This is an optimization exercise on Yosys and OpenROAD, whose aim is small area, not a production implementation. The RTL was checked by simulation tests, not by an equivalence proof against the original design. The clock cells of run 7 come from the design's own scripts or RTL, not from TritonCTS. The flow treats the clock pin as an ideal source. Dropping or thinning the clock tree relies on that and would not hold on a real chip. Power is estimated from default activity; no workload was simulated.

--- flow/design.v ---
`timescale 1ns / 1ps
module Transmitter(
	input wire clk,
	input wire rst,
	input wire en,
	input wire [7:0] data_tx,
	output reg rdy,
	output reg dout
	);
reg [2:0] index;
reg [1:0] state;
reg [8:0] counter;
always @(posedge clk)
begin
	if (rst) begin
		state <= 2'd0;
		counter <= 9'd0;
		rdy <= 1;
		dout <= 1;
	end else begin
		case (state)
			2'd0: begin
				counter <= 9'd0;
				rdy <= 1;
				dout <= 1;
				index <= 3'd0;
				if (en) begin
					state <= 2'd1;
				end else begin
					state <= 2'd0;
				end
			end
			2'd1: begin
				rdy <= 0;
				dout <= 0;
				index <= 3'd0;
				if (counter < 278) begin
					counter <= counter + 9'd1;
					state <= 2'd1;
				end else begin
					counter <= 0;
					state <= 2'd2;
				end
			end
			2'd2: begin
				rdy <= 0;
				if (counter == 0) begin
					dout <= data_tx[index];
				end else begin
					dout <= dout;
				end
				if (counter < 278) begin
					counter <= counter + 9'd1;
					index <= index;
					state <= 2'd2;
				end else begin
					if (index < 7) begin
						index <= index + 3'd1;
						counter <= 0;
						state <= 2'd2;
					end else begin
						index <= 0;
						counter <= 0;
						state <= 2'd3;
					end
				end
			end
			2'd3: begin
				rdy <= 0;
				dout <= 1;
				index <= 0;
				if (counter < 278) begin
					counter <= counter + 9'd1;
					state <= 2'd3;
				end else begin
					counter <= 0;
					state <= 2'd0;
				end
			end
		endcase
	end
end
endmodule
`timescale 1ns / 1ps
module Passthrough(
	input wire CLK,
	input wire rst,  
	output wire TX,
	output wire C4,  
	output wire C5,  
	input wire C6,  
	output wire C8,  
	output reg LED1,
	output wire C15
);
reg [7:0] bs_send_char;
reg bs_send_char_en;
reg bs_send_char_valid;
reg [7:0] usb_send_char;
reg usb_send_char_en;
reg usb_send_char_valid;
wire [7:0] data1;
wire data1_trigger;
wire [7:0] data2;
wire data2_trigger;
wire t_usb_rdy;
wire t_bs_rdy;
reg target_reset;
reg [2:0] state;  
reg [3:0] num_bytes;  
reg [12:0] resp_time;  
reg [12:0] max_resp;  
reg [7:0] max_char;  
reg [16:0] timeout;  
reg [16:0] grace_timeout;  
reg [7:0] current_char;
reg debug;
Transmitter t_usb(
	.clk(CLK),
	.rst(rst),
	.rdy(t_usb_rdy),
	.en(usb_send_char_en),
	.data_tx(usb_send_char),
	.dout(TX)
	);
Transmitter t_bs(
	.clk(CLK),
	.rst(rst),
	.rdy(t_bs_rdy),
	.en(bs_send_char_en),
	.data_tx(bs_send_char),
	.dout(C4)
	);
assign C8 = target_reset;
assign C5 = debug;
assign C15 = t_bs_rdy;
always @(posedge CLK) begin
  if (rst) begin
    state <= 3'd0;
    bs_send_char <= 8'd32;
    timeout <= 17'd0;
    num_bytes <= 4'd0;
    resp_time <= 13'd0;
    max_resp <= 13'd0;
    max_char <= 8'd0;
    grace_timeout <= 17'd0;
    usb_send_char <= 8'd0;
    LED1 <= 0;
    debug <= 0;
    current_char <= 8'd32;
    bs_send_char_en <= 0;
    usb_send_char_en <= 0;
    target_reset <= 1;
  end else begin
	bs_send_char_en <= 0;  
	usb_send_char_en <= 0;
	target_reset <= 1;
    bs_send_char <= bs_send_char;
	 current_char <= current_char;
    case (state)
        3'd0: begin
            timeout <= timeout + 17'd1;
            state <= 3'd0;
            if (timeout == 17'd110000) begin
                state <= 3'd1;
					 num_bytes <= 4'd0;
                resp_time <= 13'd0;
                if (current_char == 8'd126) begin
                    current_char <= 8'd32;
                    max_resp <= 0;
                    usb_send_char_en <=1;
                end else begin
                    current_char <= current_char +8'd1;
                end
            end
        end
        3'd1: begin
				if (num_bytes == 8'd0) begin
					bs_send_char <= 8'd72;  
				end else if (num_bytes == 8'd1) begin
					bs_send_char <= 8'd52;  
				end else if (num_bytes == 8'd2) begin
					bs_send_char <= 8'd114;  
				end else if (num_bytes == 8'd3) begin
					bs_send_char <= 8'd100;  
				end else if (num_bytes == 8'd4) begin
					bs_send_char <= 8'd99;  
				end else if (num_bytes == 8'd5) begin
					bs_send_char <= 8'd48;  
				end else if (num_bytes == 8'd6) begin
					bs_send_char <= 8'd114;  
				end else if (num_bytes == 8'd7) begin
					bs_send_char <= 8'd51;  
				end else begin
					bs_send_char <= current_char;
				end
            bs_send_char_en <= 1;
            num_bytes <= num_bytes + 5'd1;
            state <= 3'd4;
				grace_timeout <= 16'd0;
        end
		  3'd4: begin
				if (grace_timeout == 16'd1000) begin
					state <= 3'd2;
				end else begin
					grace_timeout <= grace_timeout + 16'd1;
				end
		  end
        3'd2: begin
            state <= state;
            if (t_bs_rdy && !(num_bytes == 4'd0)) begin
                state <= 3'd1;
                num_bytes <= num_bytes;
            end else if (t_bs_rdy) begin
                num_bytes <= 4'd0;
                state <= 3'd3;    
                resp_time <= 13'd0; 
					 debug <= 1;
            end
        end
        3'd3: begin
            state <= state;
            bs_send_char <= bs_send_char;
            resp_time <= resp_time +13'd1;
            if (~C6) begin
					debug <= 0;
                if (resp_time > max_resp) begin
                    LED1 <= 1;
                    max_char <= current_char;
                    max_resp <= resp_time;
                end
                resp_time <=13'd0;
                num_bytes <= 4'd0;
                timeout <= 17'd0;
					 timeout <= timeout + 64 * max_char;
                usb_send_char <= max_char;
                state <= 3'd0;
                target_reset <= 0;
            end
        end
    endcase 
  end
end
endmodule
--- flow/run.sh ---
#!/bin/bash
# synth_recipe.tcl (not shown) runs the flow's synth.tcl, then flattens the netlist and writes it again
# the make line also repeats each setting of config.mk as NAME=value (left out here)
make -C /OpenROAD-flow-scripts/flow DESIGN_CONFIG=/design/flow/config.mk WORK_HOME=/design/flow/orfs CLKGATE_MAP_FILE= SYNTH_SCRIPT=/design/flow/synth_recipe.tcl finish
--- flow/config.mk ---
export PLATFORM = sky130hd
export DESIGN_NAME = Passthrough
export DESIGN_NICKNAME = Passthrough
export VERILOG_FILES = /design/flow/design.v
export SDC_FILE = /design/flow/constraint.sdc
export NUM_CORES = 4
export LEC_CHECK = 0
export CAP_MARGIN = 20
export CORE_MARGIN = 2
export CORE_UTILIZATION = 40
export SLEW_MARGIN = 20
--- flow/constraint.sdc ---
create_clock -name core_clock -period 10.0 [get_ports {CLK}]
set_input_delay 2.0000 -clock core_clock [delete_from_list [all_inputs] [get_ports {CLK}]]
set_output_delay 2.0000 -clock core_clock [all_outputs]
set_load 0.01 [all_outputs]
==> impl_metrics.py, run 1 <==
metrics = {
    "run_status": {
        "status": "complete, no violations",
    },
    "floorplanning": {
        "die_y_um": 138,
        "core_mm2": 0.0178,
        "die_w_um": 138,
        "ios": 9,
        "die_area_mm2": 0.0191,
        "fp-row-count": 49,
        "initial_core_util": 0.405,
    },
    "global_route": {
        "gr-total-overflow": 0,
        "grt_pass1_vias": 5491,
        "grt_pass1_wl_mm": 26.6,
        "grt_max_degree": 79,
        "antenna_found_initial": 0,
        "gr-usage-all-layers": 0.167,
    },
    "clock_tree": {
        "cts_buffers": 17,
        "clk_latency_ps": 420,
        "cts_sinks": 135,
        "cts_tree": "done",
        "post_cts_resized": 0,
        "ctsRootBufferMaster": "clkbuf_16",
        "cts_buffer_depth": 2,
        "postCtsSetupBuffers": 0,
        "htreeDepth": 4,
        "hold_buffers": 0,
        "path_clk_slew_ps": 60,
    },
    "routing": {
        "drtAntennaViolNets": 0,
        "wl_met1_mm": 8.08,
        "num_vias": 5958,
        "top_layer_used": "met4",
        "wl_met3_um": 442,
        "wire_per_inst_um": 14.4,
        "drt_wl_total_mm": 15.7,
        "first_iter_violations": 249,
        "wl_met2_mm": 7.02,
        "via_per_inst": 5.48,
        "drc": 0,
        "firstDrtPassIters": 4,
    },
    "pwr": {
        "peakVddDrop_v": 0.000117,
        "p_comb_frac": 0.013,
        "leakage_nw": 2.94,
        "power_density_mw_per_mm2": 147,
        "clock_power_share": 0.525,
        "p_int_mw": 0.941,
        "p_sw_mw": 0.243,
        "seqPwrFrac": 0.462,
        "swShare": 0.205,
    },
    "cells_and_area": {
        "final_nets": 896,
        "fin_util": 0.450,
        "area_growth_pct": 11.3,
        "n_antenna_cell": 0,
        "n_fill_cell": 1738,
        "layout-drive-gt1-share": 0.0618,
    },
    "yosys": {
        "synthDistinctLibCells": 73,
        "ys_ff_latch": 135,
        "syn-cell-area_mm2": 0.00722,
        "yosysSeqAreaShare": 0.383,
        "synth_async_sr_flop_share": 0,
        "ys.warnings.count": 2,
        "synthFlopType": "dfxtp_1",
        "synth.top_cells.by_area": "dfxtp_1, ha_1, nor2_1",
        "synthTopCellsByCount": "dfxtp_1, nor2_1, a21oi_1, nand2_1, ha_1",
        "synth_top_area_frac": 0.358,
        "avgSynthCellArea_um2": 8.48,
        "syn_inst": 851,
        "yosysTopAreaCell": "dfxtp_1",
        "synth_edf_count": 6,
        "syn_nets": 901,
        "yosysMostFrequentCell": "dfxtp_1",
    },
    "worst_setup_path": {
        "arrival_ps": 3870,
        "critPathKind": "in2reg",
        "worstSetupStartpointType": "input port",
        "critPathMaxStageDelay_ps": 510,
        "worstSetupEndpointType": "register",
        "required_ps": 10270,
        "path_max_fanout": 15,
        "critPathTopFamily": "compound AO/OA/AOI/OAI gates",
        "crit_buf_inv": 1,
        "cpMaxStageDelayCell": "clkdlybuf4s50_1",
        "path_cells": "clkdlybuf4s50_1 > and3b_1 > o21a_1 > o311ai_0 > a211oi_1 > xnor2_1 > nor2_1",
    },
    "placed_design": {
        "gp_congestion": 0.829,
        "dp.final_hpwl_mm": 10.9,
        "io_buffers": 8,
    },
    "timing": {
        "period_minus_slack_ps": 3600,
        "rsz0062_at_grt": "no",
        "fmax_ghz": 0.278,
        "tns_ps": 0,
        "fin_worst_skew_ps": 10.2,
        "slew_headroom": 0.342,
        "fin_crit_sh": 0.360,
        "worst_pin_slew_ps": 980,
        "slew_violations": 0,
        "setup_viol": 0,
        "hold_viol_final": 0,
    },
    "min_path": {
        "hp-class": "reg2reg",
    },
    "flow_run": {
        "drv_cap": 0,
    },
}
## path summary, 6_finish.rpt
path	slack (ps)	start	to	cells after the start
min	440	usb_send_char_en	t_usb.state[0]	2
max reg2reg	6550	timeout[6]	max_resp[1]	6
min reg2reg	440	usb_send_char_en	t_usb.state[0]	2
max	6400	C6	timeout[15]	7
## power groups by stage
stage | Clock (mW) | Sequential, mW | Combinational, mW
2_1_floorplan | 0 | 0.558 | 0.0118
3_3_place_gp | 0 | 0.558 | 0.0158
3_5_place_dp | 0 | 0.558 | 0.0159
4_1_cts | 0.639 | 0.546 | 0.0159
5_1_grt | 0.663 | 0.547 | 0.0178
6_report | 0.622 | 0.547 | 0.0155
## layout make-up
type                    instances  area [um2]  area share
multi-input cells             639        4140       0.515
inverters                      41         154      0.0192
well taps                     229         287      0.0357
clock buffers                  24         493      0.0614
clock inverters                 7        93.8      0.0117
repair buffers                 12         105      0.0131
flip-flops and latches        135        2760       0.344
## stage by stage
| stage | worst slack, ps | hold slack [ps] | std cells | total power, mW | instance area [um2] |
|---|---|---|---|---|---|
| 6_report | 6400 | 436 | 1087 | 1.18 | 8030 |
| 5_1_grt | 6160 | 479 | 1087 | 1.23 | 8030 |
| 4_1_cts | 6370 | 442 | 1087 | 1.20 | 8030 |
| 3_5_place_dp | 5960 | 430 | 1056 | 0.574 | 7450 |
| 3_3_place_gp | 5950 | 426 | 1056 | 0.574 | 7450 |
| 2_1_floorplan | 6900 | 410 | 851 | 0.569 | 7220 |
## flip-flops by register name (all words and copies together), names as in the netlist, 2 cells and up
signal / count
max_char: 8
t_usb.state: 2
t_bs.index: 3
t_bs.counter: 9
num_bytes: 4
max_resp: 13
bs_send_char: 8
state: 3
current_char: 8
resp_time: 13
t_bs.state: 2
t_usb.counter: 9
t_usb.index: 3
timeout: 17
grace_timeout: 17
usb_send_char: 8
## logic make-up (layout without fill, tap and decap cells)
| family | after synthesis | after routing | synth area share |
|---|---|---|---|
| mux | 18 | 18 | 0.0324 |
| simple gates | 326 | 326 | 0.223 |
| compound gates | 195 | 195 | 0.170 |
| fa+ha+maj | 47 | 47 | 0.0825 |
| xor+xnor | 53 | 53 | 0.0643 |
| flops | 135 | 135 | 0.383 |
| buf+inv | 77 | 84 | 0.0449 |
## metal layers
layer,track usage,vias to the layer above
met5,0,-
met4,0.0473,0
met3,0.0357,11
met2,0.264,70
met1,0.231,2818
li1,-,3059
## tightest hold or removal path, delay by kind of cell (launching register included)
kind	cells	cell delay, ps
flops	1	290
compound gates	1	50
simple gates	1	50
## placed cells by master (no fill, tap or decap), drive strengths merged, types with 15 or more instances in the layout
cell and instances:
a21oi 68, and3 19, clkbuf 24, dfxtp 129
ha 46, inv 41, nand2 68, nand3 32
nand4 21, nor2 107, nor3 23, o2111ai 15
o21ai 50, xnor2 18, xor2 35
==> run 2, diff against run 1 <==
==> flow/design.v (replaced) <==
`timescale 1ns / 1ps
module Passthrough(
	input wire CLK,
	input wire rst,  
	output wire TX,
	output wire C4,
	output wire C5,
	input wire C6,
	output wire C8,
	output wire LED1,
	output wire C15
);
localparam [1:0] P_WAIT = 2'd0, P_WAITF = 2'd1, P_SEND = 2'd2, P_RESP = 2'd3;
reg [1:0] ph;
reg [16:0] cnt;
reg [6:0] cc;      
reg [6:0] mc;      
reg u;             
reg [12:0] mr;     
reg c4_q, c15_q;
wire [8:0] tmr = cnt[8:0];
wire [3:0] bi = cnt[12:9];
wire [3:0] by = cnt[16:13];
wire [16:0] inc = cnt + 17'd1;
wire tovf = &tmr;
wire is_send = (ph == P_SEND);
wire is_gap = (bi == 4'd9);
wire [6:0] oldmax = u ? 7'd126 : mc;
wire cc_last = (cc == 7'd126);
wire gt = cnt[12:0] > mr;
reg [6:0] pre;
always @(*) begin
	case (by[2:0])
		3'd0: pre = 7'h48;  
		3'd1: pre = 7'h34;  
		3'd2: pre = 7'h72;  
		3'd3: pre = 7'h64;  
		3'd4: pre = 7'h63;  
		3'd5: pre = 7'h30;  
		3'd6: pre = 7'h72;  
		default: pre = 7'h33;  
	endcase
end
wire [7:0] bs_data = {1'b0, by[3] ? cc : pre};
wire [7:0] usb_data = {1'b0, mc};
wire bs_frame = (bi == 4'd15) ? 1'b0 : (bi[3] ? 1'b1 : bs_data[bi[2:0]]);
wire usb_low = (cc == 7'd32) & (((bi == 4'd15) & (by == 4'd15)) |
                                (~bi[3] & (by == 4'd0) & ~usb_data[bi[2:0]]));
assign TX = ~(is_send & usb_low);
assign C4 = c4_q;
assign C15 = c15_q;
assign C5 = (ph == P_RESP);
assign C8 = (ph != P_WAITF);
assign LED1 = u | mc[6] | mc[5];
always @(posedge CLK) begin
	if (rst) begin
		ph <= P_WAIT;
		cnt <= 17'd21071;
		cc <= 7'd32;
		mc <= 7'd0;
		u <= 1'b0;
		mr <= 13'd0;
		c4_q <= 1'b1;
		c15_q <= 1'b1;
	end else begin
		c4_q <= ~is_send | bs_frame;
		c15_q <= ~is_send | is_gap;
		cnt <= inc;
		case (ph)
			P_WAIT: begin
				if (&cnt) begin
					ph <= P_SEND;
					cnt <= {4'd15, 4'd9, 9'd510};
					cc <= cc_last ? 7'd32 : cc + 7'd1;
					if (cc_last)
						mr <= 13'd0;
				end
			end
			P_WAITF: begin
				ph <= P_WAIT;
			end
			P_SEND: begin
				if (is_gap & (by == 4'd15) & ~tmr[1] & tmr[0]) begin
					ph <= P_RESP;
					cnt <= 17'd0;
				end else if (tovf) begin
					cnt[8:0] <= (bi == 4'd8) ? 9'd508 : 9'd233;
					if (is_gap)
						cnt[12:9] <= 4'd15;
				end
			end
			P_RESP: begin
				if (~C6) begin
					ph <= P_WAITF;
					cnt <= {4'd0, oldmax, 6'd0};
					if (gt)
						mr <= cnt[12:0];
					mc <= (gt & ~cc_last) ? cc : oldmax;
					u <= gt & cc_last;
				end
			end
		endcase
	end
end
endmodule
==> flow/flow/run.sh (new file) <==
#!/bin/bash
# Own flow: the standard layout, except that synthesis maps the logic with
# an area-oriented ABC script (flow/abc_area.script). Everything else in
# synthesis (flip-flop mapping, flattening, renaming) is the standard script's.
set -euo pipefail
here=$(pwd)
script=$here/flow/abc_area.script
# ORFS's synth.tcl with only the ABC call changed
sed "s#log_cmd abc {\*}\$abc_args#log_cmd abc -script $script {*}[lrange \$abc_args 2 end]#" \
  "$FLOW_HOME/scripts/synth.tcl" > "$here/synth_area.tcl"
grep -q "abc -script $script" "$here/synth_area.tcl"
# The standard flow's synthesis script, sourcing the changed synth.tcl
sed "s#\$::env(SCRIPTS_DIR)/synth.tcl#$here/synth_area.tcl#" synth_recipe.tcl > "$here/synth_recipe_area.tcl"
grep -q "synth_area.tcl" "$here/synth_recipe_area.tcl"
bash standard.sh SYNTH_SCRIPT="$here/synth_recipe_area.tcl" finish > "$here/flow.log" 2>&1
==> flow/flow/abc_area.script (new file) <==
strash
&get -n
&deepsyn -T 20
&dch
&nf -a
&put
==> flow/standard.sh (new file) <==
#!/bin/bash
# synth_recipe.tcl (not shown) runs the flow's synth.tcl, then flattens the netlist and writes it again
# the make line also repeats each setting of config.mk as NAME=value (left out here)
make -C /OpenROAD-flow-scripts/flow DESIGN_CONFIG=/design/flow/config.mk WORK_HOME=/design/flow/orfs CLKGATE_MAP_FILE= SYNTH_SCRIPT=/design/flow/synth_recipe.tcl "${@:-finish}"
removed: flow/run.sh
==> impl_metrics.py, run 2 <==
metrics = {
    "floorplanning": {
        "initial_core_util": 0.415,
        "fp-row-count": 29,
        "ios": 9,
        "core_mm2": 0.00635,
        "die_y_um": 85.1,
        "die_w_um": 85.1,
        "die_area_mm2": 0.00725,
    },
    "timing": {
        "hold_viol_final": 0,
        "fin_crit_sh": 0.439,
        "slew_violations": 0,
        "tns_ps": 0,
        "period_minus_slack_ps": 4390,
        "worst_pin_slew_ps": 1000,
        "fmax_ghz": 0.228,
        "fin_worst_skew_ps": 12.9,
        "rsz0062_at_grt": "no",
        "setup_viol": 0,
        "slew_headroom": 0.321,
    },
    "routing": {
        "drc": 0,
        "firstDrtPassIters": 4,
        "first_iter_violations": 138,
        "via_per_inst": 5.85,
        "drtAntennaViolNets": 0,
        "wire_per_inst_um": 16.8,
        "num_vias": 2416,
        "drt_wl_total_mm": 6.92,
    },
    "cells_and_area": {
        "finish.instance_area_mm2": 0.00289,
        "largestRegisters": "cnt (17), mr (13)",
        "final_common_cell": "dfxtp_1",
        "largest_register_ffs": 17,
        "fin_util": 0.456,
        "final_nets": 359,
        "n_fill_cell": 619,
        "final_cell_mix": "dfxtp_1, nand2_1, nor2_1",
        "layout-drive-gt1-share": 0.0208,
        "fin_cells": 413,
        "regMostFlops": "cnt",
        "area_growth_pct": 9.93,
        "n_antenna_cell": 0,
    },
    "pwr": {
        "leakage_nw": 1.05,
        "finalPower_mw": 0.345,
        "power_density_mw_per_mm2": 119,
        "peakVddDrop_v": 0.0000808,
    },
    "global_route": {
        "grt_pass1_vias": 2267,
        "antenna_found_initial": 0,
        "grt_pass1_wl_mm": 11.5,
        "gr-total-overflow": 0,
        "gr-usage-all-layers": 0.199,
        "grt_max_degree": 16,
    },
    "worst_setup_path": {
        "cp-startpoint": "cnt[9]",
        "r2r_cells": 12,
        "cpMaxStageDelayCell": "dfxtp_1",
        "path_max_fanout": 14,
        "worstSetupStartpointType": "register",
        "path_cells": "nor2b_1 > a22oi_1 > nand2_1 > a211oi_1 > o211ai_1 > clkdlybuf4s50_1",
        "critPathKind": "reg2out",
        "endpoint": "TX",
        "critPathMaxStageDelay_ps": 600,
        "rrSetupSlack_ps": 6530,
        "r2r-start": "cnt[1]",
        "worstSetupEndpointType": "output port",
        "r2r_end": "mr[4]",
        "required_ps": 8000,
        "arrival_ps": 2390,
    },
    "clock_tree": {
        "ctsRootBufferMaster": "clkbuf_8",
        "post_cts_resized": 0,
        "clk_latency_ps": 310,
        "cts_sinks": 49,
        "cts_buffers": 5,
        "postCtsSetupBuffers": 0,
        "htreeDepth": 2,
        "path_clk_slew_ps": 80,
        "hold_buffers": 0,
        "cts_buffer_depth": 2,
        "cts_tree": "done",
    },
    "yosys": {
        "avgSynthCellArea_um2": 8.20,
        "yosysTopAreaCell": "dfxtp_1",
        "synthFlopType": "dfxtp_1",
        "synth_async_sr_flop_share": 0,
        "yosysMostFrequentCell": "dfxtp_1",
        "synth_top_area_frac": 0.373,
        "synthTopCellsByCount": "dfxtp_1, nand2_1, nor2_1, clkinv_1, o21ai_0",
        "syn_inst": 321,
        "ys.warnings.count": 1,
        "syn_nets": 344,
        "synth.top_cells.by_area": "dfxtp_1, ha_1, nand2_1",
        "syn-cell-area_mm2": 0.00263,
        "yosysSeqAreaShare": 0.373,
        "ys_ff_latch": 49,
        "synthDistinctLibCells": 38,
        "synth_edf_count": 0,
    },
    "flow_run": {
        "drv_cap": 0,
    },
    "placed_design": {
        "placed_area_mm2": 0.00281,
        "io_buffers": 8,
        "dp.final_hpwl_mm": 5.24,
        "dp.cells": 406,
        "gp_congestion": 0.977,
    },
    "min_path": {
        "hp-class": "reg2reg",
    },
    "run_status": {
        "status": "complete, no violations",
    },
}
## run 2: kinds of logic after synthesis
family | count (synthesis) | share of synthesized area
AOI/OAI and AO/OA | 93 | 0.240
xor gates and xnor gates | 7 | 0.0233
muxes | 1 | 0.00380
buffers and inverters | 28 | 0.0399
adders and majority gates | 20 | 0.0951
and+or+nand+nor | 123 | 0.225
DFF | 49 | 0.373
## run 2: power breakdown
| group | internal, mW | total (mW) | switching (mW) |
|---|---|---|---|
| logic | 0.0103 | 0.0233 | 0.0130 |
| clock network | 0.0484 | 0.116 | 0.0677 |
| registers | 0.198 | 0.205 | 0.00678 |
## run 2: per-layer routing
metal | share of wire | global-route usage
met5 | 0 | 0
met4 | 0.019 | 0.0505
met3 | 0.040 | 0.0428
met2 | 0.46 | 0.322
met1 | 0.48 | 0.271
## run 2: how the worst min path moves through the flow
stage,start,endpoint,slack [ps],depth (start not counted)
floorplan,mr[0],mr[0],450,1
global placement,mr[12],mr[12],470,1
detailed placement,mr[8],mr[8],470,1
CTS,mr[12],mr[12],500,1
global route,mr[12],mr[12],510,1
finish,mr[7],mr[7],500,1
## run 2: cell type report
class	instances	area, um2	share of cell area
flip-flops and latches	49	981	0.339
inverters	28	105	0.0363
well taps	77	96.3	0.0333
multi-input cells	244	1550	0.534
clock buffers	5	68.8	0.0238
repair buffers	8	80.1	0.0277
clock inverters	2	16.3	0.00562
## run 2: through the flow
stage | hold WS (ps) | worst slack, ps
finish | 496 | 5610
global route | 512 | 5460
CTS | 499 | 5600
detailed placement | 474 | 5350
global placement | 471 | 5480
floorplan | 454 | 6360
## run 2: critical path, delay by kind of cell, from the launching register on
kind | cells | cell delay [ps]
buffers and inverters | 1 | 570
DFF | 1 | 600
and+or+nand+nor | 2 | 490
AOI/OAI and AO/OA | 3 | 430
==> run 3, diff against run 2 <==
--- a/flow/flow/run.sh
+++ b/flow/flow/run.sh
@@ -13,3 +13,3 @@
 sed "s#\$::env(SCRIPTS_DIR)/synth.tcl#$here/synth_area.tcl#" synth_recipe.tcl > "$here/synth_recipe_area.tcl"
 grep -q "synth_area.tcl" "$here/synth_recipe_area.tcl"
-bash standard.sh SYNTH_SCRIPT="$here/synth_recipe_area.tcl" finish > "$here/flow.log" 2>&1
+bash standard.sh SYNTH_SCRIPT="$here/synth_recipe_area.tcl" ADDER_MAP_FILE= finish > "$here/flow.log" 2>&1
==> flow/flow/abc_area.script (replaced) <==
strash
&get -n
&deepsyn -T 20
&dch -f
&nf -a -R 1000
&put
--- a/flow/config.mk
+++ b/flow/config.mk
@@ -8,4 +8,7 @@
 export CAP_MARGIN = 20
 export CORE_MARGIN = 2
-export CORE_UTILIZATION = 40
+export CORE_UTILIZATION = 60
+export CTS_BUF_LIST = sky130_fd_sc_hd__clkbuf_8
+export CTS_CLUSTER_DIAMETER = 300
+export CTS_CLUSTER_SIZE = 60
 export SLEW_MARGIN = 20
==> impl_metrics.py, run 3 <==
metrics = {
    "pwr": {
        "p_comb_frac": 0.065,
        "swShare": 0.238,
        "seqPwrFrac": 0.610,
        "leakage_nw": 0.881,
        "p_sw_mw": 0.0795,
        "p_int_mw": 0.254,
        "clock_power_share": 0.325,
        "power_density_mw_per_mm2": 135,
        "peakVddDrop_v": 0.0000805,
        "finalPower_mw": 0.334,
    },
    "clock_tree": {
        "cts_buffers": 5,
        "cts_sinks": 49,
        "htreeDepth": 2,
        "ctsRootBufferMaster": "clkbuf_8",
        "cts_tree": "done",
        "postCtsSetupBuffers": 0,
        "post_cts_resized": 0,
        "cts_buffer_depth": 2,
        "hold_buffers": 0,
        "path_clk_slew_ps": 80,
        "clk_latency_ps": 300,
    },
    "yosys": {
        "yosysTopAreaCell": "dfxtp_1",
        "synthTopCellsByCount": "dfxtp_1, nor2_1, nor3_1, nand2_1, clkinv_1",
        "syn-cell-area_mm2": 0.00224,
        "synth_top_area_frac": 0.437,
        "avgSynthCellArea_um2": 8.05,
        "syn_inst": 279,
        "ys_ff_latch": 49,
        "synth_edf_count": 0,
        "yosysMostFrequentCell": "dfxtp_1",
        "syn_nets": 282,
        "synthFlopType": "dfxtp_1",
        "synth_async_sr_flop_share": 0,
        "synth.top_cells.by_area": "dfxtp_1, nor2_1, nor3_1",
        "yosysSeqAreaShare": 0.437,
        "ys.warnings.count": 1,
        "synthDistinctLibCells": 38,
    },
    "routing": {
        "drtAntennaViolNets": 0,
        "via_per_inst": 6.34,
        "drc": 0,
        "first_iter_violations": 138,
        "num_vias": 2188,
        "wire_per_inst_um": 17.0,
        "firstDrtPassIters": 5,
        "drt_wl_total_mm": 5.85,
    },
    "cells_and_area": {
        "final_cell_mix": "dfxtp_1, nor2_1, nor3_1",
        "layout-drive-gt1-share": 0.0303,
        "final_nets": 299,
        "n_antenna_cell": 0,
        "regMostFlops": "cnt",
        "multi_input_area_mm2": 0.00119,
        "final_common_cell": "dfxtp_1",
        "regArea_um2": 981,
        "largestRegisters": "cnt (17), mr (13)",
        "finish.instance_area_mm2": 0.00248,
        "n_fill_cell": 320,
        "largest_register_ffs": 17,
        "area_growth_pct": 10.6,
    },
    "timing": {
        "hold_viol_final": 0,
        "finalWorstSetupSlack_ps": 5370,
        "tns_ps": 0,
        "worst_pin_slew_ps": 1060,
        "fin_crit_sh": 0.463,
        "fin_worst_skew_ps": 5.03,
        "setup_viol": 0,
        "slew_violations": 0,
        "fmax_ghz": 0.216,
        "slew_headroom": 0.289,
        "period_minus_slack_ps": 4630,
        "rsz0062_at_grt": "no",
    },
    "global_route": {
        "grt_max_degree": 21,
        "grt_use_met2": 0.490,
        "gr-usage-met1": 0.402,
        "grt_pass1_vias": 2055,
        "grt_pass1_wl_mm": 9.86,
        "grt.met3_usage": 0.0565,
        "gr-total-overflow": 0,
        "grt-busiest-layer": "met2",
        "antenna_found_initial": 0,
        "gr-usage-all-layers": 0.301,
    },
    "worst_setup_path": {
        "arrival_ps": 2630,
        "critPathTopFamily": "buffers and inverters",
        "required_ps": 8000,
        "worstSetupStartpointType": "register",
        "path_max_fanout": 11,
        "path_cells": "clkinv_1 > or3_1 > o221ai_1 > nor3_1 > a21oi_1 > o2111ai_1 > clkdlybuf4s50_1",
        "crit_buf_inv": 2,
        "critPathMaxStageDelay_ps": 620,
        "critPathKind": "reg2out",
        "cpMaxStageDelayCell": "dfxtp_1",
        "worstSetupEndpointType": "output port",
    },
    "run_status": {
        "status": "complete, no violations",
    },
    "floorplanning": {
        "ios": 9,
        "core_mm2": 0.00363,
        "die_area_mm2": 0.00425,
        "die_w_um": 65.2,
        "initial_core_util": 0.618,
        "die_y_um": 65.2,
        "fp-row-count": 22,
    },
    "flow_run": {
        "drv_cap": 0,
    },
    "placed_design": {
        "placed_area_mm2": 0.00240,
        "gp_congestion": 0.948,
        "dp.final_hpwl_mm": 4.29,
        "dp_slack_ps": 5450,
        "io_buffers": 8,
    },
    "min_path": {
        "hp-class": "reg2reg",
    },
}
[run 3: layer usage]
metal  wire (um)  vias up
li1            -     1071
met1        2680     1034
met2        2700       70
met3         331       13
met4         136        0
met5           0        -
[run 3: area by class of cell]
cell class,instances,area share
tap,48,0.0242
sequential,49,0.395
inverter,19,0.0287
timing repair buffer,10,0.0383
clock inverter,3,0.00554
clock buffer,5,0.0277
multi-input combinational,211,0.480
[run 3: per-stage QoR]
step | cells | hold slack [ps] | util
floorplan | 279 | 450 | -
global placement | 337 | 458 | 0.660
detailed placement | 337 | 472 | 0.660
CTS | 345 | 494 | 0.683
global route | 345 | 510 | 0.683
finish | 345 | 489 | 0.683
[run 3: path summary, 6_finish.rpt]
| kind | end | slack, ps | cells after the start | start |
|---|---|---|---|---|
| min | mr[6] | 490 | 1 | mr[6] |
| max | TX | 5370 | 7 | cnt[10] |
| max reg2reg | u | 6170 | 13 | cnt[1] |
| min reg2reg | mr[6] | 490 | 1 | mr[6] |
[run 3: cell families after synthesis]
group                    share of synthesized area
AO/OA/AOI/OAI                                0.249
adder cells (fa/ha/maj)                    0.00446
AND/OR/NAND/NOR                              0.255
flip-flops                                   0.437
buffers and inverters                       0.0318
XOR/XNOR                                    0.0234
[run 3: power groups by stage]
stage | sequential [mW] | clock, mW | combinational, mW
5_1_grt | 0.204 | 0.117 | 0.0244
6_report | 0.204 | 0.109 | 0.0216
4_1_cts | 0.204 | 0.111 | 0.0215
3_3_place_gp | 0.208 | 0 | 0.0218
3_5_place_dp | 0.208 | 0 | 0.0213
2_1_floorplan | 0.207 | 0 | 0.0151
==> run 4, diff against run 3 <==
--- a/flow/flow/run.sh
+++ b/flow/flow/run.sh
@@ -13,3 +13,3 @@
 sed "s#\$::env(SCRIPTS_DIR)/synth.tcl#$here/synth_area.tcl#" synth_recipe.tcl > "$here/synth_recipe_area.tcl"
 grep -q "synth_area.tcl" "$here/synth_recipe_area.tcl"
-bash standard.sh SYNTH_SCRIPT="$here/synth_recipe_area.tcl" ADDER_MAP_FILE= finish > "$here/flow.log" 2>&1
+bash standard.sh SYNTH_SCRIPT="$here/synth_recipe_area.tcl" ADDER_MAP_FILE= BUFFER_PORTS_ARGS="-inputs -outputs -buffer_cell sky130_fd_sc_hd__buf_1" CTS_ARGS="-repair_clock_nets -buf_list sky130_fd_sc_hd__clkbuf_8 -root_buf sky130_fd_sc_hd__clkbuf_8 -dont_use_dummy_load" finish > "$here/flow.log" 2>&1
==> impl_metrics.py, run 4 <==
metrics = {
    "timing": {
        "slew_violations": 0,
        "setup_viol": 0,
        "rsz0062_at_grt": "no",
        "tns_ps": 0,
        "period_minus_slack_ps": 4100,
        "fin_worst_skew_ps": 10.2,
        "slew_headroom": 0.261,
        "fin_crit_sh": 0.410,
        "fmax_ghz": 0.244,
        "hold_viol_final": 0,
        "worst_pin_slew_ps": 1110,
    },
    "yosys": {
        "synthFlopType": "dfxtp_1",
        "yosysSeqAreaShare": 0.437,
        "avgSynthCellArea_um2": 8.05,
        "synth_top_area_frac": 0.437,
        "synth.top_cells.by_area": "dfxtp_1, nor2_1, nor3_1",
        "ys.warnings.count": 1,
        "synth_async_sr_flop_share": 0,
        "synth_edf_count": 0,
        "synthDistinctLibCells": 38,
        "syn_inst": 279,
        "ys_ff_latch": 49,
        "syn_nets": 282,
        "synthTopCellsByCount": "dfxtp_1, nor2_1, nor3_1, nand2_1, clkinv_1",
        "yosysTopAreaCell": "dfxtp_1",
        "yosysMostFrequentCell": "dfxtp_1",
        "syn-cell-area_mm2": 0.00224,
    },
    "cells_and_area": {
        "fin_cells": 342,
        "fin_util": 0.666,
        "final_common_cell": "dfxtp_1",
        "n_antenna_cell": 0,
        "final_cell_mix": "dfxtp_1, nor2_1, nor3_1",
        "regArea_um2": 981,
        "n_fill_cell": 341,
        "area_growth_pct": 7.75,
        "largest_register_ffs": 17,
        "largestRegisters": "cnt (17), mr (13)",
        "multi_input_area_mm2": 0.00119,
        "regMostFlops": "cnt",
        "final_nets": 299,
        "layout-drive-gt1-share": 0.0238,
    },
    "global_route": {
        "grt_use_met2": 0.468,
        "gr-usage-all-layers": 0.292,
        "grt_max_degree": 21,
        "grt.met3_usage": 0.0565,
        "grt_pass1_vias": 1915,
        "gr-total-overflow": 0,
        "grt-busiest-layer": "met2",
        "gr-usage-met1": 0.415,
        "antenna_found_initial": 0,
        "grt_pass1_wl_mm": 9.52,
    },
    "floorplanning": {
        "die_y_um": 65.2,
        "die_w_um": 65.2,
        "fp-row-count": 22,
        "die_area_mm2": 0.00425,
        "core_mm2": 0.00363,
        "initial_core_util": 0.618,
        "ios": 9,
    },
    "placed_design": {
        "dp.final_hpwl_mm": 4.38,
        "gp_congestion": 0.926,
        "io_buffers": 8,
        "dp.cells": 337,
    },
    "routing": {
        "via_per_inst": 6.34,
        "firstDrtPassIters": 5,
        "num_vias": 2169,
        "wire_per_inst_um": 17.1,
        "drc": 0,
        "first_iter_violations": 192,
        "drt_wl_total_mm": 5.84,
        "drtAntennaViolNets": 0,
    },
    "worst_setup_path": {
        "path_max_fanout": 11,
        "worstSetupStartpointType": "register",
        "arrival_ps": 2100,
        "worstSetupEndpointType": "output port",
        "required_ps": 8000,
        "critPathKind": "reg2out",
    },
    "clock_tree": {
        "ctsRootBufferMaster": "clkbuf_8",
        "clk_latency_ps": 300,
        "hold_buffers": 0,
        "htreeDepth": 2,
        "cts_buffer_depth": 2,
        "post_cts_resized": 0,
        "postCtsSetupBuffers": 0,
        "cts_buffers": 5,
        "cts_tree": "done",
        "cts_sinks": 49,
        "path_clk_slew_ps": 90,
    },
    "pwr": {
        "power_density_mw_per_mm2": 136,
        "peakVddDrop_v": 0.0000993,
        "leakage_nw": 0.844,
    },
    "min_path": {
        "hp-class": "reg2reg",
    },
    "run_status": {
        "status": "complete, no violations",
    },
    "flow_run": {
        "drv_cap": 0,
    },
}
-- run 4: cell count changes in the layout (fill, tap and decap cells not counted) --
cell | previous run | this run
buf_1 | 0 | 8
clkdlybuf4s50_1 | 8 | 0
clkinv_2 | 2 | 0
inv_1 | 1 | 0
-- run 4: worst paths after layout --
check           from  endpoint  slack [ps]  depth (start not counted)
min            mr[0]     mr[0]         490                          1
max          cnt[10]        TX        5900                          7
max reg2reg   cnt[1]         u        6200                         13
min reg2reg    mr[0]     mr[0]         490                          1
-- run 4: cell families after synthesis --
kind of cell,after synthesis,synth area share
AOI/OAI and AO/OA,83,0.249
xor gates and xnor gates,6,0.0234
adders and majority gates,1,0.00446
buffers and inverters,19,0.0318
DFF,49,0.437
and+or+nand+nor,121,0.255
-- run 4: power by group --
part	internal (mW)	switching [mW]
logic	0.00755	0.0132
registers	0.199	0.00509
clock network	0.0452	0.0599
-- run 4: per-layer routing --
metal	vias to the layer above	part of all wire
li1	1061	-
met1	1007	0.45
met2	91	0.45
met3	10	0.081
met4	0	0.015
met5	-	0
-- run 4: worst max-delay path: stages, from the launching register on --
cell	delay, ps
dfxtp_1	550
clkinv_1	290
or3_1	400
o221ai_1	80
nor3_1	60
a21oi_1	140
o2111ai_1	140
buf_1	160
-- run 4: cell type report --
cell class | count | area share
clock buffers | 5 | 0.0285
inverters | 19 | 0.0295
multi-input cells | 211 | 0.493
flip-flops and latches | 49 | 0.406
well taps | 48 | 0.0248
repair buffers | 10 | 0.0186
-- run 4: stage by stage --
step / hold slack [ps] / setup slack, ps / area (um2) / power [mW]
final: 491 / 5900 / 2420 / 0.330
after detailed placement: 481 / 5840 / 2350 / 0.229
after floorplan: 450 / 6590 / 2240 / 0.222
after global routing: 527 / 5750 / 2420 / 0.342
after CTS: 500 / 5940 / 2420 / 0.331
after global placement: 467 / 5820 / 2350 / 0.229
==> run 5, diff against run 4 <==
--- a/flow/flow/run.sh
+++ b/flow/flow/run.sh
@@ -13,3 +13,3 @@
 sed "s#\$::env(SCRIPTS_DIR)/synth.tcl#$here/synth_area.tcl#" synth_recipe.tcl > "$here/synth_recipe_area.tcl"
 grep -q "synth_area.tcl" "$here/synth_recipe_area.tcl"
-bash standard.sh SYNTH_SCRIPT="$here/synth_recipe_area.tcl" ADDER_MAP_FILE= BUFFER_PORTS_ARGS="-inputs -outputs -buffer_cell sky130_fd_sc_hd__buf_1" CTS_ARGS="-repair_clock_nets -buf_list sky130_fd_sc_hd__clkbuf_8 -root_buf sky130_fd_sc_hd__clkbuf_8 -dont_use_dummy_load" finish > "$here/flow.log" 2>&1
+bash standard.sh SYNTH_SCRIPT="$here/synth_recipe_area.tcl" ADDER_MAP_FILE= BUFFER_PORTS_ARGS="-inputs -outputs -buffer_cell sky130_fd_sc_hd__buf_1" CTS_ARGS="-sink_clustering_enable -repair_clock_nets -sink_clustering_size 60 -sink_clustering_max_diameter 300 -buf_list sky130_fd_sc_hd__clkbuf_16 -root_buf sky130_fd_sc_hd__clkbuf_16 -dont_use_dummy_load" finish > "$here/flow.log" 2>&1
==> impl_metrics.py, run 5 <==
metrics = {
    "routing": {
        "wire_per_inst_um": 17.0,
        "first_iter_violations": 209,
        "drt_wl_total_mm": 5.83,
        "drtAntennaViolNets": 0,
        "firstDrtPassIters": 5,
        "via_per_inst": 6.37,
        "drc": 0,
        "num_vias": 2178,
    },
    "clock_tree": {
        "cts_buffers": 5,
        "clk_latency_ps": 290,
        "cts_buffer_depth": 2,
        "htreeDepth": 2,
        "postCtsSetupBuffers": 0,
        "cts_sinks": 49,
        "hold_buffers": 0,
        "post_cts_resized": 0,
        "path_clk_slew_ps": 60,
        "cts_tree": "done",
        "ctsRootBufferMaster": "clkbuf_16",
    },
    "timing": {
        "hold_viol_final": 0,
        "fmax_ghz": 0.247,
        "setup_viol": 0,
        "worst_pin_slew_ps": 1090,
        "fin_crit_sh": 0.406,
        "tns_ps": 0,
        "finalWorstSetupSlack_ps": 5940,
        "rsz0062_at_grt": "no",
        "slew_violations": 0,
        "period_minus_slack_ps": 4060,
        "fin_worst_skew_ps": 7.11,
        "slew_headroom": 0.268,
    },
    "worst_setup_path": {
        "critPathKind": "reg2out",
        "required_ps": 8000,
        "r2r-start": "cnt[1]",
        "path_max_fanout": 11,
        "worstSetupStartpointType": "register",
        "rrSetupSlack_ps": 6220,
        "worstSetupEndpointType": "output port",
        "arrival_ps": 2060,
        "r2r_end": "u",
        "r2r_cells": 13,
    },
    "pwr": {
        "leakage_nw": 0.870,
        "finalPower_mw": 0.379,
        "power_density_mw_per_mm2": 153,
        "peakVddDrop_v": 0.0000995,
    },
    "yosys": {
        "synth.top_cells.by_area": "dfxtp_1, nor2_1, nor3_1",
        "ys_ff_latch": 49,
        "avgSynthCellArea_um2": 8.05,
        "synth_async_sr_flop_share": 0,
        "syn-cell-area_mm2": 0.00224,
        "syn_nets": 282,
        "ys.warnings.count": 1,
        "yosysMostFrequentCell": "dfxtp_1",
        "synthFlopType": "dfxtp_1",
        "synthDistinctLibCells": 38,
        "yosysSeqAreaShare": 0.437,
        "syn_inst": 279,
        "yosysTopAreaCell": "dfxtp_1",
        "synthTopCellsByCount": "dfxtp_1, nor2_1, nor3_1, nand2_1, clkinv_1",
        "synth_edf_count": 0,
        "synth_top_area_frac": 0.437,
    },
    "cells_and_area": {
        "regMostFlops": "cnt",
        "layout-drive-gt1-share": 0.0238,
        "largestRegisters": "cnt (17), mr (13)",
        "n_fill_cell": 333,
        "n_antenna_cell": 0,
        "final_common_cell": "dfxtp_1",
        "fin_util": 0.681,
        "largest_register_ffs": 17,
        "final_nets": 299,
        "finish.instance_area_mm2": 0.00247,
        "area_growth_pct": 10.3,
        "final_cell_mix": "dfxtp_1, nor2_1, nor3_1",
    },
    "placed_design": {
        "gp_congestion": 0.926,
        "io_buffers": 8,
        "dp_slack_ps": 5840,
        "dp.final_hpwl_mm": 4.38,
        "placed_area_mm2": 0.00235,
    },
    "run_status": {
        "status": "complete, no violations",
    },
    "floorplanning": {
        "core_mm2": 0.00363,
        "fp-row-count": 22,
        "die_area_mm2": 0.00425,
        "die_w_um": 65.2,
        "ios": 9,
        "die_y_um": 65.2,
        "initial_core_util": 0.618,
    },
    "global_route": {
        "antenna_found_initial": 0,
        "grt_max_degree": 21,
        "grt_pass1_vias": 1969,
        "gr-total-overflow": 0,
        "gr-usage-all-layers": 0.293,
        "grt_pass1_wl_mm": 9.54,
    },
    "min_path": {
        "hold_depth": 1,
        "hp-class": "reg2reg",
        "worstHoldStart": "mr[0]",
        "holdPathEnd": "mr[0]",
    },
    "flow_run": {
        "drv_cap": 0,
    },
}
## run 5: cell counts after synthesis
No cell type changed its count.
## run 5: final cells by class
cell class                 count  area [um2]  area share
clock buffer                   5         125      0.0506
multi-input combinational    211        1190       0.482
inverter                      19        71.3      0.0288
timing repair buffer          10        45.0      0.0182
sequential                    49         981       0.396
tap                           48        60.1      0.0243
## run 5: kinds of logic (layout without fill, tap and decap cells)
logic type | Yosys count | after routing | synth area share
AND/OR/NAND/NOR | 121 | 121 | 0.255
AO/OA/AOI/OAI | 83 | 83 | 0.249
flip-flops | 49 | 49 | 0.437
buffers and inverters | 19 | 34 | 0.0318
XOR/XNOR | 6 | 6 | 0.0234
adder cells (fa/ha/maj) | 1 | 1 | 0.00446
## run 5: stage by stage
stage,hold WS (ps),std cells
CTS,495,342
global placement,467,337
floorplan,450,279
finish,485,342
global route,522,342
detailed placement,481,337
## run 5: metal layers
layer / routed length [um] / global-route usage / share of wire / vias to the layer above
li1: - / - / - / 1060
met1: 2680 / 0.410 / 0.46 / 1012
met2: 2650 / 0.473 / 0.46 / 101
met3: 447 / 0.0616 / 0.077 / 5
met4: 42 / 0.0547 / 0.0072 / 0
met5: 0 / 0 / 0 / -
## run 5: power by group
part           internal (mW)  total (mW)  switching, mW
Clock                 0.0884       0.154         0.0652
Combinational        0.00755      0.0208         0.0132
Sequential             0.199       0.204        0.00508
## run 5: how the worst max path moves through the flow
stage,to,cells after the start,from
floorplan,TX,6,cnt[10]
global placement,mr[4],5,rst
detailed placement,mr[4],5,rst
CTS,TX,7,cnt[10]
global route,TX,7,cnt[10]
finish,TX,7,cnt[10]
## run 5: critical path, cell delays in order (launching register included)
cell and delay, ps:
dfxtp_1 530, clkinv_1 270, or3_1 390, o221ai_1 80, nor3_1 60, a21oi_1 140
o2111ai_1 140, buf_1 160
==> run 6, diff against run 5 <==
==> flow/run.sh (new file) <==
#!/bin/bash
# synth_recipe.tcl (not shown) runs the flow's synth.tcl, then flattens the netlist and writes it again
# the make line also repeats each setting of config.mk as NAME=value (left out here)
make -C /OpenROAD-flow-scripts/flow DESIGN_CONFIG=/design/flow/config.mk WORK_HOME=/design/flow/orfs CLKGATE_MAP_FILE= SYNTH_SCRIPT=/design/flow/synth_recipe.tcl finish
--- a/flow/config.mk
+++ b/flow/config.mk
@@ -8,7 +8,4 @@
 export CAP_MARGIN = 20
 export CORE_MARGIN = 2
-export CORE_UTILIZATION = 60
-export CTS_BUF_LIST = sky130_fd_sc_hd__clkbuf_8
-export CTS_CLUSTER_DIAMETER = 300
-export CTS_CLUSTER_SIZE = 60
+export CORE_UTILIZATION = 40
 export SLEW_MARGIN = 20
removed: flow/flow/run.sh
removed: flow/flow/abc_area.script
removed: flow/standard.sh
==> impl_metrics.py, run 6 <==
metrics = {
    "timing": {
        "fin_crit_sh": 0.453,
        "hold_viol_final": 0,
        "rsz0062_at_grt": "no",
        "period_minus_slack_ps": 4530,
        "tns_ps": 0,
        "slew_headroom": 0.581,
        "setup_viol": 0,
        "worst_pin_slew_ps": 623,
        "fmax_ghz": 0.221,
        "fin_worst_skew_ps": 15.1,
        "slew_violations": 0,
    },
    "global_route": {
        "grt_pass1_vias": 2537,
        "antenna_found_initial": 0,
        "grt_max_degree": 32,
        "gr-usage-all-layers": 0.193,
        "gr-total-overflow": 0,
        "grt_pass1_wl_mm": 12.8,
    },
    "yosys": {
        "synthFlopType": "dfxtp_1",
        "ys_ff_latch": 49,
        "yosysTopAreaCell": "dfxtp_1",
        "synth.top_cells.by_area": "dfxtp_1, ha_1, o21ai_0",
        "synth_edf_count": 0,
        "yosysMostFrequentCell": "dfxtp_1",
        "syn_nets": 392,
        "synthTopCellsByCount": "dfxtp_1, nor2_1, inv_1, nand2_1, o21ai_0",
        "ys.warnings.count": 1,
        "avgSynthCellArea_um2": 8.18,
        "synth_async_sr_flop_share": 0,
        "synth_top_area_frac": 0.325,
        "yosysSeqAreaShare": 0.325,
        "syn_inst": 369,
        "syn-cell-area_mm2": 0.00302,
        "synthDistinctLibCells": 64,
    },
    "worst_setup_path": {
        "path_max_fanout": 16,
        "critPathKind": "reg2out",
        "required_ps": 8000,
        "r2r-start": "cnt[9]",
        "r2r_end": "mr[11]",
        "worstSetupEndpointType": "output port",
        "r2r_cells": 10,
        "rrSetupSlack_ps": 7210,
        "arrival_ps": 2530,
        "worstSetupStartpointType": "register",
    },
    "cells_and_area": {
        "fin_cells": 468,
        "layout-drive-gt1-share": 0.0650,
        "largestRegisters": "cnt (17), mr (13)",
        "regMostFlops": "cnt",
        "largest_register_ffs": 17,
        "finish.instance_area_mm2": 0.00325,
        "n_antenna_cell": 0,
        "final_nets": 392,
        "area_growth_pct": 7.50,
        "final_common_cell": "dfxtp_1",
        "final_cell_mix": "dfxtp_1, nor2_1, inv_1, nand2_1, o21ai_0",
    },
    "clock_tree": {
        "htreeDepth": 2,
        "cts_tree": "done",
        "post_cts_resized": 0,
        "clk_latency_ps": 320,
        "path_clk_slew_ps": 100,
        "hold_buffers": 0,
        "ctsRootBufferMaster": "clkbuf_8",
        "cts_buffer_depth": 2,
        "cts_sinks": 49,
        "cts_buffers": 5,
        "postCtsSetupBuffers": 0,
    },
    "pwr": {
        "leakage_nw": 1.22,
        "clock_power_share": 0.346,
        "power_density_mw_per_mm2": 112,
        "peakVddDrop_v": 0.0000741,
        "p_comb_frac": 0.084,
        "swShare": 0.264,
        "p_int_mw": 0.268,
        "p_sw_mw": 0.0962,
        "seqPwrFrac": 0.570,
    },
    "routing": {
        "wire_per_inst_um": 16.3,
        "via_per_inst": 5.65,
        "drc": 0,
        "drtAntennaViolNets": 0,
        "num_vias": 2643,
        "firstDrtPassIters": 5,
        "first_iter_violations": 171,
        "drt_wl_total_mm": 7.62,
    },
    "placed_design": {
        "io_buffers": 8,
        "dp.cells": 461,
        "gp_congestion": 0.916,
        "dp.final_hpwl_mm": 5.61,
        "placed_area_mm2": 0.00316,
    },
    "floorplanning": {
        "ios": 9,
        "die_w_um": 90.9,
        "die_area_mm2": 0.00826,
        "die_y_um": 90.9,
        "core_mm2": 0.00729,
        "fp-row-count": 31,
        "initial_core_util": 0.414,
    },
    "flow_run": {
        "drv_cap": 0,
    },
    "min_path": {
        "hp-class": "reg2reg",
        "worstHoldStart": "mr[6]",
        "holdPathEnd": "mr[6]",
        "hold_depth": 1,
    },
    "run_status": {
        "status": "complete, no violations",
    },
}
-- run 6: cell types whose count changed in the layout (fill, tap and decap cells not counted), moves of 8 or more --
cell	previous run	this run
o22ai_1	9	1
clkinv_1	19	0
nor3_1	25	9
and2_1	0	8
buf_1	8	0
clkdlybuf4s50_1	0	8
o21ai_0	18	26
inv_1	0	29
ha_1	0	20
-- run 6: worst max-delay path, cell delays in order, from the launching register on --
cell and delay (ps):
dfxtp_1 740, mux4_2 570, o21ai_0 160, nand3_1 90
a21o_1 190, clkdlybuf4s50_1 470
-- run 6: area by class of cell --
cell class	instances	area, um2
fillers	780	4050
multi-input cells	274	1850
flip-flops and latches	49	981
well taps	99	124
inverters	29	109
repair buffers	10	95.1
clock buffers	6	82.6
clock inverters	1	7.51
-- run 6: metal layers --
layer / wire (um) / up-vias / GRT usage
met5: 0 / - / 0
met2: 3440 / 48 / 0.303
li1: - / 1331 / -
met1: 3750 / 1253 / 0.270
met4: 140 / 0 / 0.0669
met3: 292 / 11 / 0.0301
-- run 6: kinds of logic after synthesis --
group,share of synthesized area
AOI/OAI and AO/OA,0.237
xor gates and xnor gates,0.0377
adders and majority gates,0.0829
buffers and inverters,0.0634
DFF,0.325
muxes,0.0211
and+or+nand+nor,0.233
-- run 6: how the worst max path moves through the flow --
stage | startpoint | end | slack [ps]
floorplan | cnt[9] | TX | 6450
global placement | cnt[9] | TX | 5850
detailed placement | cnt[9] | TX | 5830
CTS | cnt[9] | TX | 5460
global route | cnt[9] | TX | 5280
finish | cnt[9] | TX | 5470
-- run 6: power by group through the flow --
stage | Sequential [mW] | Combinational, mW | Clock [mW]
finish | 0.208 | 0.0305 | 0.126
global route | 0.209 | 0.0352 | 0.136
CTS | 0.207 | 0.0307 | 0.129
global placement | 0.212 | 0.0294 | 0
detailed placement | 0.212 | 0.0304 | 0
floorplan | 0.209 | 0.0229 | 0
-- run 6: through the flow --
| step | power [mW] | util | hold slack [ps] | setup WS [ps] |
|---|---|---|---|---|
| final | 0.364 | 0.445 | 486 | 5470 |
| after global placement | 0.241 | 0.433 | 462 | 5850 |
| after floorplan | 0.232 | - | 449 | 6450 |
| after CTS | 0.366 | 0.445 | 493 | 5460 |
| after global routing | 0.380 | 0.445 | 503 | 5280 |
| after detailed placement | 0.242 | 0.433 | 465 | 5830 |
==> run 7, diff against run 6 <==
==> flow/flow/run.sh (new file) <==
#!/bin/bash
# Own flow: the standard layout, except that synthesis maps the logic with
# an area-oriented ABC script (flow/abc_area.script). Everything else in
# synthesis (flip-flop mapping, flattening, renaming) is the standard script's.
set -euo pipefail
here=$(pwd)
script=$here/flow/abc_area.script
# ORFS's synth.tcl with only the ABC call changed
sed "s#log_cmd abc {\*}\$abc_args#log_cmd abc -script $script {*}[lrange \$abc_args 2 end]#" \
  "$FLOW_HOME/scripts/synth.tcl" > "$here/synth_area.tcl"
grep -q "abc -script $script" "$here/synth_area.tcl"
# The standard flow's synthesis script, sourcing the changed synth.tcl
sed "s#\$::env(SCRIPTS_DIR)/synth.tcl#$here/synth_area.tcl#" synth_recipe.tcl > "$here/synth_recipe_area.tcl"
grep -q "synth_area.tcl" "$here/synth_recipe_area.tcl"
bash standard.sh SYNTH_SCRIPT="$here/synth_recipe_area.tcl" ADDER_MAP_FILE= BUFFER_PORTS_ARGS="-inputs -outputs -buffer_cell sky130_fd_sc_hd__buf_1" PRE_CTS_TCL="$here/flow/cts_single.tcl" CLKBUF_CELL=sky130_fd_sc_hd__clkbuf_8 CLKBUF_N=3 finish > "$here/flow.log" 2>&1
==> flow/flow/abc_area.script (new file) <==
strash
&get -n
&deepsyn -T 20
&dch -f
&nf -a -R 1000
&put
==> flow/flow/cts_single.tcl (new file) <==
rename clock_tree_synthesis _tritoncts_unused
proc clock_tree_synthesis {args} {
  set cell sky130_fd_sc_hd__clkbuf_8
  if { [info exists ::env(CLKBUF_CELL)] } { set cell $::env(CLKBUF_CELL) }
  set k 3
  if { [info exists ::env(CLKBUF_N)] } { set k $::env(CLKBUF_N) }
  set block [ord::get_db_block]
  set clk [$block findNet CLK]
  set master [[ord::get_db] findMaster $cell]
  set sinks {}
  foreach it [$clk getITerms] {
    set bb [[$it getInst] getBBox]
    lappend sinks [list $it [expr {([$bb xMin] + [$bb xMax]) / 2.0}] [expr {([$bb yMin] + [$bb yMax]) / 2.0}]]
  }
  # k-means on the clock pins' positions, started from bands along x
  set sinks [lsort -real -index 1 $sinks]
  set n [llength $sinks]
  set cx {}
  set cy {}
  for {set c 0} {$c < $k} {incr c} {
    set s [lindex $sinks [expr {int(($c + 0.5) * $n / $k)}]]
    lappend cx [lindex $s 1]
    lappend cy [lindex $s 2]
  }
  for {set iter 0} {$iter < 30} {incr iter} {
    # greedy assignment by distance, at most ceil(n/k) pins per buffer
    set cap [expr {($n + $k - 1) / $k}]
    set pairs {}
    set i 0
    foreach s $sinks {
      for {set c 0} {$c < $k} {incr c} {
        lappend pairs [list $i $c [expr {abs([lindex $s 1] - [lindex $cx $c]) + abs([lindex $s 2] - [lindex $cy $c])}]]
      }
      incr i
    }
    set pairs [lsort -real -index 2 $pairs]
    set assign [lrepeat $n -1]
    set used [lrepeat $k 0]
    foreach p $pairs {
      lassign $p i c d
      if {[lindex $assign $i] < 0 && [lindex $used $c] < $cap} {
        lset assign $i $c
        lset used $c [expr {[lindex $used $c] + 1}]
      }
    }
    set nx {}
    set ny {}
    for {set c 0} {$c < $k} {incr c} {
      set sx 0.0; set sy 0.0; set m 0
      foreach s $sinks a $assign {
        if {$a == $c} { set sx [expr {$sx + [lindex $s 1]}]; set sy [expr {$sy + [lindex $s 2]}]; incr m }
      }
      if {$m > 0} { lappend nx [expr {$sx / $m}]; lappend ny [expr {$sy / $m}] } else { lappend nx [lindex $cx $c]; lappend ny [lindex $cy $c] }
    }
    set cx $nx
    set cy $ny
  }
  for {set c 0} {$c < $k} {incr c} {
    set buf [odb::dbInst_create $block $master clkbuf_leaf_${c}_CLK]
    set net [odb::dbNet_create $block clknet_leaf_${c}_CLK]
    $net setSigType CLOCK
    set m 0
    foreach s $sinks a $assign {
      if {$a == $c} {
        set it [lindex $s 0]
        $it disconnect
        $it connect $net
        incr m
      }
    }
    [$buf findITerm A] connect $clk
    [$buf findITerm X] connect $net
    $buf setLocation [expr {int([lindex $cx $c])}] [expr {int([lindex $cy $c])}]
    $buf setPlacementStatus PLACED
    puts "clock buffer $c: $cell driving $m clock pins"
  }
  set_propagated_clock [all_clocks]
}
==> flow/standard.sh (new file) <==
#!/bin/bash
# synth_recipe.tcl (not shown) runs the flow's synth.tcl, then flattens the netlist and writes it again
# the make line also repeats each setting of config.mk as NAME=value (left out here)
make -C /OpenROAD-flow-scripts/flow DESIGN_CONFIG=/design/flow/config.mk WORK_HOME=/design/flow/orfs CLKGATE_MAP_FILE= SYNTH_SCRIPT=/design/flow/synth_recipe.tcl "${@:-finish}"
--- a/flow/config.mk
+++ b/flow/config.mk
@@ -8,4 +8,7 @@
 export CAP_MARGIN = 20
 export CORE_MARGIN = 2
-export CORE_UTILIZATION = 40
+export CORE_UTILIZATION = 60
+export CTS_BUF_LIST = sky130_fd_sc_hd__clkbuf_8
+export CTS_CLUSTER_DIAMETER = 300
+export CTS_CLUSTER_SIZE = 60
 export SLEW_MARGIN = 20
removed: flow/run.sh
==> impl_metrics.py, run 7 <==
metrics = {
    "timing": {
        "fmax_ghz": 0.246,
        "hold_viol_final": 0,
        "worst_pin_slew_ps": 1060,
        "period_minus_slack_ps": 4060,
        "setup_viol": 0,
        "rsz0062_at_grt": "no",
        "fin_worst_skew_ps": 7.90,
        "finalWorstSetupSlack_ps": 5940,
        "slew_violations": 0,
        "hold-worst-slack_ps": 496,
        "fin_crit_sh": 0.406,
        "tns_ps": 0,
        "slew_headroom": 0.289,
    },
    "yosys": {
        "synth_top_area_frac": 0.437,
        "synth_edf_count": 0,
        "yosysSeqAreaShare": 0.437,
        "synth_async_sr_flop_share": 0,
        "ys_ff_latch": 49,
        "yosysTopAreaCell": "dfxtp_1",
        "syn_nets": 282,
        "synthDistinctLibCells": 38,
        "yosysMostFrequentCell": "dfxtp_1",
        "syn-cell-area_mm2": 0.00224,
        "synth.top_cells.by_area": "dfxtp_1, nor2_1, nor3_1",
        "syn_inst": 279,
        "synthFlopType": "dfxtp_1",
        "synthTopCellsByCount": "dfxtp_1, nor2_1, nor3_1, nand2_1, clkinv_1",
        "avgSynthCellArea_um2": 8.05,
        "ys.warnings.count": 1,
    },
    "floorplanning": {
        "core_mm2": 0.00363,
        "die_w_um": 65.2,
        "die_area_mm2": 0.00425,
        "die_y_um": 65.2,
        "fp-row-count": 22,
        "initial_core_util": 0.618,
        "ios": 9,
    },
    "routing": {
        "via_per_inst": 6.33,
        "drt_wl_total_mm": 5.77,
        "first_iter_violations": 163,
        "num_vias": 2152,
        "drtAntennaViolNets": 0,
        "wire_per_inst_um": 17.0,
        "firstDrtPassIters": 5,
        "drc": 0,
    },
    "worst_setup_path": {
        "worstSetupStartpointType": "input port",
        "worstSetupEndpointType": "register",
        "critPathTopFamily": "simple AND/OR/NAND/NOR gates",
        "arrival_ps": 4160,
        "critPathKind": "in2reg",
        "path_cells": "buf_1 > nor2_1 > nor2_1 > nor2b_1 > a22o_1",
        "path_max_fanout": 20,
        "required_ps": 10110,
        "critPathMaxStageDelay_ps": 770,
        "cpMaxStageDelayCell": "nor2b_1",
        "crit_buf_inv": 1,
        "crit_top_cell": "nor2_1",
    },
    "clock_tree": {
        "clk_latency_ps": 160,
        "postCtsSetupBuffers": 0,
        "hold_buffers": 0,
        "path_clk_slew_ps": 100,
        "post_cts_resized": 0,
    },
    "pwr": {
        "swShare": 0.225,
        "seqPwrFrac": 0.675,
        "peakVddDrop_v": 0.000104,
        "p_int_mw": 0.234,
        "p_comb_frac": 0.069,
        "power_density_mw_per_mm2": 126,
        "clock_power_share": 0.256,
        "p_sw_mw": 0.0680,
        "leakage_nw": 0.830,
    },
    "placed_design": {
        "gp_congestion": 0.926,
        "io_buffers": 8,
        "dp.cells": 337,
        "dp_slack_ps": 5840,
        "dp.final_hpwl_mm": 4.38,
        "placed_area_mm2": 0.00235,
    },
    "global_route": {
        "grt_pass1_vias": 1929,
        "grt_pass1_wl_mm": 9.53,
        "grt_use_met2": 0.469,
        "grt-busiest-layer": "met2",
        "gr-total-overflow": 0,
        "grt.met3_usage": 0.0257,
        "gr-usage-met1": 0.416,
        "grt_max_degree": 21,
        "gr-usage-all-layers": 0.282,
        "antenna_found_initial": 0,
    },
    "cells_and_area": {
        "regMostFlops": "cnt",
        "fin_cells": 340,
        "layout-drive-gt1-share": 0.0171,
        "area_growth_pct": 6.52,
        "n_antenna_cell": 0,
        "n_fill_cell": 344,
        "final_common_cell": "dfxtp_1",
        "final_nets": 297,
        "final_cell_mix": "dfxtp_1, nor2_1, nor3_1",
        "finish.instance_area_mm2": 0.00239,
        "largestRegisters": "cnt (17), mr (13)",
        "largest_register_ffs": 17,
    },
    "run_status": {
        "status": "complete, no violations",
    },
    "min_path": {
        "hp-class": "reg2reg",
    },
    "flow_run": {
        "drv_cap": 0,
    },
}
-- run 7: layer usage --
layer	routed length, um	part of all wire
met1	2670	0.46
met2	2640	0.46
met3	421	0.073
met4	38	0.0066
met5	0	0
-- run 7: stage by stage --
| step | power (mW) | util |
|---|---|---|
| floorplan | 0.222 | - |
| global placement | 0.229 | 0.647 |
| detailed placement | 0.229 | 0.647 |
| CTS | 0.305 | 0.658 |
| global route | 0.316 | 0.658 |
| finish | 0.302 | 0.658 |
-- run 7: worst paths after layout --
path / from / endpoint / slack, ps / depth (start not counted)
min reg2reg: mr[0] / mr[0] / 500 / 1
max: rst / mr[4] / 5940 / 5
min: mr[0] / mr[0] / 500 / 1
max reg2reg: cnt[1] / u / 6180 / 13
-- run 7: final cells by class --
type,instances,area (um2),share of cell area
multi-input cells,211,1190,0.499
flip-flops and latches,49,981,0.410
inverters,19,71.3,0.0298
well taps,48,60.1,0.0251
repair buffers,10,45.0,0.0188
plain buffers,3,41.3,0.0173
-- run 7: power groups by stage --
stage	clock network (mW)	registers, mW	logic (mW)
detailed placement	0	0.208	0.0204
floorplan	0	0.207	0.0151
global route	0.0873	0.205	0.0239
global placement	0	0.208	0.0203
CTS	0.0803	0.204	0.0205
finish	0.0775	0.204	0.0208
-- run 7: cell families after synthesis --
logic type                 Yosys count  synth area share
and+or+nand+nor                    121             0.255
adders and majority gates            1           0.00446
DFF                                 49             0.437
buffers and inverters               19            0.0318
xor gates and xnor gates             6            0.0234
AOI/OAI and AO/OA                   83             0.249

## port drivers added, routing unchanged
How much do the figures lean on ideal ports? The routed layouts below were timed once more, with nothing changed but the port constraints. Step 1 (the two cells are an assumption about what drives the block):
set clk [get_ports {CLK}]
set_driving_cell -lib_cell sky130_fd_sc_hd__clkbuf_16 $clk
set_driving_cell -lib_cell sky130_fd_sc_hd__buf_2 [delete_from_list [all_inputs] $clk]
Step 2, shift: input delay + t, output delay - t, t = (earliest + latest rising clock arrival at the registers) / 2. This alone moves slack from input paths to output paths. Slacks: no drivers / after step 1 / after step 2; pairs: no drivers / after step 1.
run | t, ns | setup WS [ns] | latest minus earliest clock arrival (ns)
run 1 | 0.459 | 6.400 / 6.408 / 5.949 | 0.013 / 0.013
run 2 | 0.330 | 5.612 / 5.581 / 5.469 | 0.013 / 0.013
run 3 | 0.323 | 5.367 / 5.337 / 5.420 | 0.005 / 0.005
run 4 | 0.320 | 5.896 / 5.870 / 5.764 | 0.010 / 0.011
run 5 | 0.310 | 5.944 / 5.916 / 5.763 | 0.008 / 0.007
run 6 | 0.342 | 5.466 / 5.436 / 5.778 | 0.016 / 0.015
run 7 | 0.205 | 5.943 / 5.973 / 5.768 | 0.008 / 0.008
After both steps every run listed still meets setup and hold. For run 1, which loses most, drivers alone change the setup slack by +0.008 ns; drivers and shift together by -0.451 ns.
